Source: an optimization exercise on an open RTL-to-GDS flow (aim: small area and a short achievable clock period). Production flows keep margins and buffers that such runs may drop.
At most, simulation tests tie the RTL to the original design; equivalence was not proved.
Only the layout flow was run in run 1; the RTL was not checked for function there.

==> flow/design.v, too long to show whole: its modules and the start of the top module <==
// module FA: 6 lines
// module HA: 6 lines
// module XN2: 5 lines
// module OR2: 5 lines
// module MX: 5 lines
// module LSTM: 1731 lines
module LSTM(clk, Of, En, Ci, Cip, In, Ui, Uf, Uk, Uo, Wi, Wk, Wf, Wo, Vo, Bi, Bo, Bf, Bk, PrevH, Cout, Hout);
  // ...
==> flow/flow/run.sh <==
#!/bin/bash
set -euo pipefail
export BUFFER_PORTS_ARGS="-buffer_cell sky130_fd_sc_hd__buf_2"
bash standard.sh > standard_flow.log 2>&1
==> flow/standard.sh <==
#!/bin/bash
# synth_recipe.tcl (not shown) runs the flow's synth.tcl, then flattens the netlist and writes it again
# the make line also repeats each setting of config.mk as NAME=value (left out here)
make -C /OpenROAD-flow-scripts/flow DESIGN_CONFIG=/design/flow/config.mk WORK_HOME=/design/flow/orfs CLKGATE_MAP_FILE= SYNTH_SCRIPT=/design/flow/synth_recipe.tcl "${@:-finish}"
==> flow/config.mk <==
export PLATFORM = sky130hd
export DESIGN_NAME = LSTM
export DESIGN_NICKNAME = LSTM
export VERILOG_FILES = /design/flow/design.v
export SDC_FILE = /design/flow/constraint.sdc
export NUM_CORES = 4
export LEC_CHECK = 0
export CAP_MARGIN = 20
export CORE_MARGIN = 2
export CORE_UTILIZATION = 40
export SLEW_MARGIN = 20
export SYNTH_HIERARCHICAL = 1
==> flow/constraint.sdc <==
create_clock -name core_clock -period 45.0 [get_ports {clk}]
set_input_delay 9.0000 -clock core_clock [delete_from_list [all_inputs] [get_ports {clk}]]
set_output_delay 9.0000 -clock core_clock [all_outputs]
set_load 0.01 [all_outputs]
==> run notes, run 1 <==
fin cells=~1900; post-synth top area cell=fa_1; Post-synth EDFFs=0; Die W=roughly 190 um; DR iter-0 viols=around 530; GRT busiest layer=met2; Synth Area per Inst=between 9 and 10 um2; sequential share of the synthesized area=under 10%; startpoint types=input port; Commonest cells post-synth=nand2_1 (466), fa_1 (388), xnor2_1 (118); largest class=multi-input combinational cells; initial antenna violation count=10; All-Layer GR Usage=between 10% and 20%; CTS buffer count=3; sequential cell count=25; fillcell total=3252; starting density of the core=40.6%; WL/cell=between 15 and 20 um; buffering overhead=4.61%; CP Buf/Inv Count=2; die area=about 35000 um2; antenna cells=7; status=no timing/DRC/antenna violations; top cell type's share of synthesized area=between 50 and 60%
==> inputs of run 2 (changes only) <==
--- a/flow/design.v
+++ b/flow/design.v
@@ -15,21 +15,16 @@
   output y;
   assign y = ~(a ^ b);
 endmodule
 module OR2(a, b, y);
   input a, b;
   output y;
   assign y = a | b;
 endmodule
-module MX(s, a, b, y);
-  input s, a, b;
-  output y;
-  assign y = s ? a : b;
-endmodule
 module LSTM(clk, Of, En, Ci, Cip, In, Ui, Uf, Uk, Uo, Wi, Wk, Wf, Wo, Vo, Bi, Bo, Bf, Bk, PrevH, Cout, Hout);
   input clk, En, Cip;
   input [7:0] In, Ci, Ui, Uf, Uk;
   input [7:0] Uo, Wi, Wk, Wf, Wo;
   input [7:0] Vo, Bi, Bo, Bf, Bk;
   input [7:0] PrevH;
   output [7:0] Cout, Hout;
   output Of;
@@ -1491,18 +1486,17 @@
   FA fa938(.a(s930), .b(w16), .ci(c937), .s(s938), .co(c938));
   wire w939 = &{~s923, ~s924, ~s925, ~s926, ~s927, ~s928, ~s929, ~s930};
   wire w940 = &{~s931, ~s932, ~s933, ~s934, ~s935, ~s936, ~s937, ~s938};
   wire w941 = (&{~s932, ~s933, ~s934, ~s935, ~s936, ~s937, ~s938}) & ~(~s931);
   wire w942 = &Bk;
   wire w943 = ~c930 | (w914 & w939);
   wire w944 = ~c938 | (~c930 & w940);
   wire w945 = w939 ? w942 : (~c938 | w940 | (~c930 & w941));
-  wire m946;
-  MX mx946(.s(w914), .a(w945), .b(w944), .y(m946));
+  wire w946 = w914 ? w945 : w944;
   wire w947 = w914 ^ w943;
   wire w948 = w914 & w943;
   wire s949;
   XN2 xn949(.a(s931), .b(~w947), .y(s949));
   wire c949;
   OR2 or949(.a(s931), .b(~w947), .y(c949));
   wire s950, c950;
   FA fa950(.a(s932), .b(~w948), .ci(c949), .s(s950), .co(c950));
@@ -1588,17 +1582,17 @@
   wire w986 = ((w984 & w985) ? ({1'b0, P981} + 11'd0 >= 11'd766) : ((w984 | w985) ? ({1'b0, P981} + 11'd0 >= 11'd511) : ({1'b0, P981} + 11'd0 >= 11'd256)));
   wire w987 = 0 ^ w984 ^ w985;
   wire w988 = (0 & w984) | (0 & w985) | (w984 & w985);
   wire w989 = u_r[8] | (1 & w982);
   wire w990 = c972 | (w989 & w983);
   wire w991 = ((w989 & w990) ? ({1'b0, P981} + 11'd1 >= 11'd766) : ((w989 | w990) ? ({1'b0, P981} + 11'd1 >= 11'd511) : ({1'b0, P981} + 11'd1 >= 11'd256)));
   wire w992 = 1 ^ w989 ^ w990;
   wire w993 = (1 & w989) | (1 & w990) | (w989 & w990);
-  wire w994 = m946 ? w991 : w986;
+  wire w994 = w946 ? w991 : w986;
   wire s995, c995;
   HA ha995(.a(s973), .b(w987), .s(s995), .co(c995));
   wire s996, c996;
   FA fa996(.a(s974), .b(w988), .ci(c995), .s(s996), .co(c996));
   wire s997, c997;
   HA ha997(.a(s975), .b(c996), .s(s997), .co(c997));
   wire s998, c998;
   HA ha998(.a(s976), .b(c997), .s(s998), .co(c998));
@@ -1619,33 +1613,25 @@
   HA ha1006(.a(s976), .b(c1005), .s(s1006), .co(c1006));
   wire s1007, c1007;
   HA ha1007(.a(s977), .b(c1006), .s(s1007), .co(c1007));
   wire s1008, c1008;
   HA ha1008(.a(s978), .b(c1007), .s(s1008), .co(c1008));
   wire s1009, c1009;
   HA ha1009(.a(s979), .b(c1008), .s(s1009), .co(c1009));
   wire s1010 = s980 ^ c1009;
-  wire m1011;
-  MX mx1011(.s(m946), .a(s1003), .b(s995), .y(m1011));
-  wire m1012;
-  MX mx1012(.s(m946), .a(s1004), .b(s996), .y(m1012));
-  wire m1013;
-  MX mx1013(.s(m946), .a(s1005), .b(s997), .y(m1013));
-  wire m1014;
-  MX mx1014(.s(m946), .a(s1006), .b(s998), .y(m1014));
-  wire m1015;
-  MX mx1015(.s(m946), .a(s1007), .b(s999), .y(m1015));
-  wire m1016;
-  MX mx1016(.s(m946), .a(s1008), .b(s1000), .y(m1016));
-  wire m1017;
-  MX mx1017(.s(m946), .a(s1009), .b(s1001), .y(m1017));
-  wire m1018;
-  MX mx1018(.s(m946), .a(s1010), .b(s1002), .y(m1018));
-  wire [7:0] cout_w = {m1018, m1017, m1016, m1015, m1014, m1013, m1012, m1011};
+  wire w1011 = w946 ? s1003 : s995;
+  wire w1012 = w946 ? s1004 : s996;
+  wire w1013 = w946 ? s1005 : s997;
+  wire w1014 = w946 ? s1006 : s998;
+  wire w1015 = w946 ? s1007 : s999;
+  wire w1016 = w946 ? s1008 : s1000;
+  wire w1017 = w946 ? s1009 : s1001;
+  wire w1018 = w946 ? s1010 : s1002;
+  wire [7:0] cout_w = {w1018, w1017, w1016, w1015, w1014, w1013, w1012, w1011};
   wire s1019;
   XN2 xn1019(.a(s665), .b(s773), .y(s1019));
   wire c1019;
   OR2 or1019(.a(s665), .b(s773), .y(c1019));
   wire s1020, c1020;
   FA fa1020(.a(s666), .b(s774), .ci(c1019), .s(s1020), .co(c1020));
   wire s1021, c1021;
   FA fa1021(.a(s667), .b(s775), .ci(c1020), .s(s1021), .co(c1021));
@@ -1705,22 +1691,19 @@
   wire w1048 = ((w1046 & w1047) ? ({1'b0, P1043} + 11'd0 >= 11'd766) : ((w1046 | w1047) ? ({1'b0, P1043} + 11'd0 >= 11'd511) : ({1'b0, P1043} + 11'd0 >= 11'd256)));
   wire w1049 = 0 ^ w1046 ^ w1047;
   wire w1050 = (0 & w1046) | (0 & w1047) | (w1046 & w1047);
   wire w1051 = ~c1026 | (1 & w1044);
   wire w1052 = ~c1034 | (w1051 & w1045);
   wire w1053 = ((w1051 & w1052) ? ({1'b0, P1043} + 11'd1 >= 11'd766) : ((w1051 | w1052) ? ({1'b0, P1043} + 11'd1 >= 11'd511) : ({1'b0, P1043} + 11'd1 >= 11'd256)));
   wire w1054 = 1 ^ w1051 ^ w1052;
   wire w1055 = (1 & w1051) | (1 & w1052) | (w1051 & w1052);
-  wire m1056;
-  MX mx1056(.s(w986), .a(w1053), .b(w1048), .y(m1056));
-  wire m1057;
-  MX mx1057(.s(w991), .a(w1053), .b(w1048), .y(m1057));
-  wire m1058;
-  MX mx1058(.s(m946), .a(m1057), .b(m1056), .y(m1058));
+  wire w1056 = w986 ? w1053 : w1048;
+  wire w1057 = w991 ? w1053 : w1048;
+  wire w1058 = w946 ? w1057 : w1056;
   wire w1059 = w994 ? w1054 : w1049;
   wire w1060 = w994 ? w1055 : w1050;
   wire s1061;
   XN2 xn1061(.a(s1035), .b(~w1059), .y(s1061));
   wire c1061;
   OR2 or1061(.a(s1035), .b(~w1059), .y(c1061));
   wire s1062, c1062;
   FA fa1062(.a(s1036), .b(~w1060), .ci(c1061), .s(s1062), .co(c1062));
@@ -1749,10 +1732,10 @@
   wire [7:0] h_d = {s1068, s1067, s1066, s1065, s1064, s1063, s1062, s1061};
   always @(posedge clk) begin
     u_r  <= En ? u_d  : 9'd0;
     ft_r <= En ? ft_d : 8'd0;
     h_r  <= En ? h_d  : 8'd0;
   end
   assign Hout = h_r;
   assign Cout = cout_w;
-  assign Of = m1058;
+  assign Of = w1058;
 endmodule
==> run 2 against run 1 <==
  * Still clean on timing, DRC and antenna
  * Die area is 0.53% lower
  * Sequential cell count stayed put
  * Non-clock buffer count is 1 lower
  * Via count is 1.8% lower
  * Critical path type unchanged
  * Critical endpoint unchanged
==> run notes, run 2 <==
Die Y=188 um; Post CTS Setup Buffer Count=0; Fmax=37.9 MHz; Resize count post-CTS=0; fin cells=1885 (-0.53%); worst-margin pin slew=between 700 and 800 ps; crit-path most repeated cell=fa_1; Synth warnings=7; Worst path top cell family by delay=adder cells; WL/cell=16.2 um (-4.3%); Syn Nets=1927; Async S/R FF share, synth=0%; vias in the first global route=~10000; Ports=between 100 and 150; drt drc=0; TritonCTS clock tree=yes; sequential share of the synthesized area=3.71% (+0.020 points); slew margin rel.=between 40 and 50%; top flop regs=u_r x9, ft_r x8, h_r x8; Commonest cells post-synth=nand2_1 (465), fa_1 (388), xnor2_1 (117); clock latency on the worst-skew pair=between 200 and 300 ps; CP Buf/Inv Count=2 (unchanged); Post-Syn Area=13500 um2; Std-Cell Rows=67; gpl congestion=between 0.8 and 0.9; starting density of the core=40.5% (-0.12 points); number of cells on the critical path=22; slowest stage delay, CP=around 600 ps; core footprint=33400 um2; Min-Delay Path Class=flip-flop to flip-flop; area grow syn2layout=7.19%; Cells after Synth=~1400; total placed cells including tap cells=about 1900; crit share post-route=just under 60%; Hold Path Origin=u_r[8]; most frequent cell after synthesis=nand2_1; fillcell total=3312 (+1.8%); commonest non-fill, non-tap cell in the layout=nand2_1; Crit Path Class=input port to primary output; worst setup path startpoint=In[1]; Max Slew Vio Count=0; met1 usage=about a quarter; CTS Hold Bufs=0; global-route wire length before repair=~52000 um; Critical Path Sink Type=primary output; Clock Skew=between 4 and 5 ps; GRT busiest layer=met2; RSZ-0062 raised after global routing=false; reg-to-reg critical path startpoint=ft_r[0]; Net count, final=about 2000; largest cells by area after synthesis=fa_1 (58%), nand2_1 (13%), xnor2_1 (7.6%); layout cell share with drive strength beyond 1=10.7%; count of different cell masters after synthesis=50; #FFs+latches synth=25; initial antenna violation count=6 (-4); Biggest register=u_r; post-route ant nets=0; Post-Route WL=30500 um; Critical Path AT=~17000 ps; reg2reg end=h_r[7]; Setup Viol. Count Final=0; CP Capture Point=Of; Synth Area per Inst=9.78 um2 (+0.10%); Longest Clk Path Bufs=2; die area=35200 um2 (-0.53%); ys flop type=dfxtp_1; All-Layer GR Usage=18.4% (-0.72 points); Largest register FFs=9; commonest non-fill, non-tap cells in the layout=nand2_1 (465), fa_1 (388), buf_2 (131); max-cap violations=0; GRT met2 Usage=roughly a third; crit-path cells=buf_2 -> nand2_1 -> fa_1 -> fa_1 -> fa_1 -> fa_1 -> fa_1 -> fa_1 -> fa_1 -> or2_1 -> fa_1 -> fa_1 -> fa_1 -> fa_1 -> fa_1 -> nor3_1 -> nand2_1 -> o31a_1 -> mux2i_4 -> mux2i_2 -> mux2_4 -> buf_2; vias per cell=5.05; Die W=188 um (-0.27%); R2R setup slack=about 37000 ps; H-tree levels=1; Global Route met3 Usage=under 10%; Min-Delay Path Depth=7; worst-path fanout max=32; vias=approximately 9500; IO buf count=~130; startpoint types=input port; final hold slack=around 1500 ps; placed instance area=14400 um2; largest net degree at the start of global routing=33; Reg2Reg Depth=26; post-synth top area cell=fa_1; DP Wirelength=25900 um; WP data required=roughly 36000 ps; clk sinks=25; crit path max-delay cell type=fa_1; CTS buffer count=3 (unchanged); gr ovfl total=0; Post-synth EDFFs=0 (unchanged); router iterations before antenna repair=5; Root Buffer=clkbuf_16; DR iter-0 viols=465 (-13%); status=no timing/DRC/antenna violations; minimum clock period=~26000 ps; Setup TNS Final=0 ps; top cell type's share of synthesized area=57.5% (+0.31 points); Final Hold Vio Count=0; Design Area, Final=between 10000 and 15000 um2; CTS clk-pin slew, worst paths=around 70 ps
-- run 2: worst min-delay path by stage --
stage | end | slack [ps]
after global placement | h_r[0] | 1480
after detailed placement | h_r[0] | 1490
after floorplan | h_r[0] | 1230
after CTS | h_r[0] | 1510
after global routing | h_r[0] | 1580
final | h_r[0] | 1500
-- run 2: kinds of logic after synthesis --
| kind of cell | synth area share (%) |
|---|---|
| mux | 1.26 |
| compound gates | 1.80 |
| flops | 3.71 |
| buf+inv | 3.85 |
| fa+ha+maj | 60.1 |
| xor+xnor | 9.09 |
| simple gates | 20.2 |
-- run 2: area by class of cell --
type | count | area, um2 | share of cell area (%)
diodes | 4 | 10.0 | 0.0692
flip-flops and latches | 25 | 500 | 3.46
well taps | 448 | 561 | 3.87
multi-input cells | 1226 | 12500 | 86.2
inverters | 46 | 173 | 1.19
clock inverters | 1 | 8.76 | 0.0605
clock buffers | 3 | 75.1 | 0.519
repair buffers | 132 | 663 | 4.58
-- run 2: routing by layer --
metal	up-vias	wire [um]
met5	-	24
met4	4	387
met3	27	1220
met2	221	15600
met1	4984	13200
li1	4275	-
-- run 2: worst min-delay path, delay by kind of cell (launching register included) --
kind | cells | cell delay [ps]
AOI/OAI and AO/OA | 2 | 230
xor gates and xnor gates | 1 | 160
and+or+nand+nor | 2 | 280
DFF | 1 | 420
muxes | 2 | 390
-- run 2: per-module statistics from Yosys, one instance, submodules excluded --
module  cells inside  copies in the design
FA                 1                   388
LSTM             820                     1
XN2                1                    68
OR2                1                    89
HA                 1                    15
-- run 2: metrics by stage --
stage	utilization (%)	worst slack (ps)
6_report	43.4	18620
5_1_grt	43.4	18250
4_1_cts	43.3	18590
3_5_place_dp	43.1	18580
3_3_place_gp	43.1	18630
2_1_floorplan	-	19370

-- afterwards: timing with drivers on the ports --
No port has a modelled driver above. Below, the same layouts with a new extraction and two added sets of constraints. Step 1, drivers: a clkbuf_16 drives clk and a buf_2 each remaining input, both assumed. Step 2 also shifts input and output timing later by t, the mid clock arrival at the registers, as if the neighbouring blocks saw the same clock. a / b / c = ideal ports / drivers / drivers and shift; a / b = the first two.
run | t (ns) | setup slack, ns | hold slack, ns | worst setup path after step 2 | worst slew at a driven data input, ns
run 1 | 0.304 | 18.138 / 18.116 / 18.116 | 1.500 / 1.500 / 1.500 | input to output | 0.07
run 2 | 0.302 | 18.619 / 18.596 / 18.596 | 1.504 / 1.504 / 1.504 | input to output | 0.08
After both steps setup and hold are still met in every run listed. The setup slack of run 2, which loses most, moves by -0.023 ns with the drivers and by -0.023 ns with both steps.
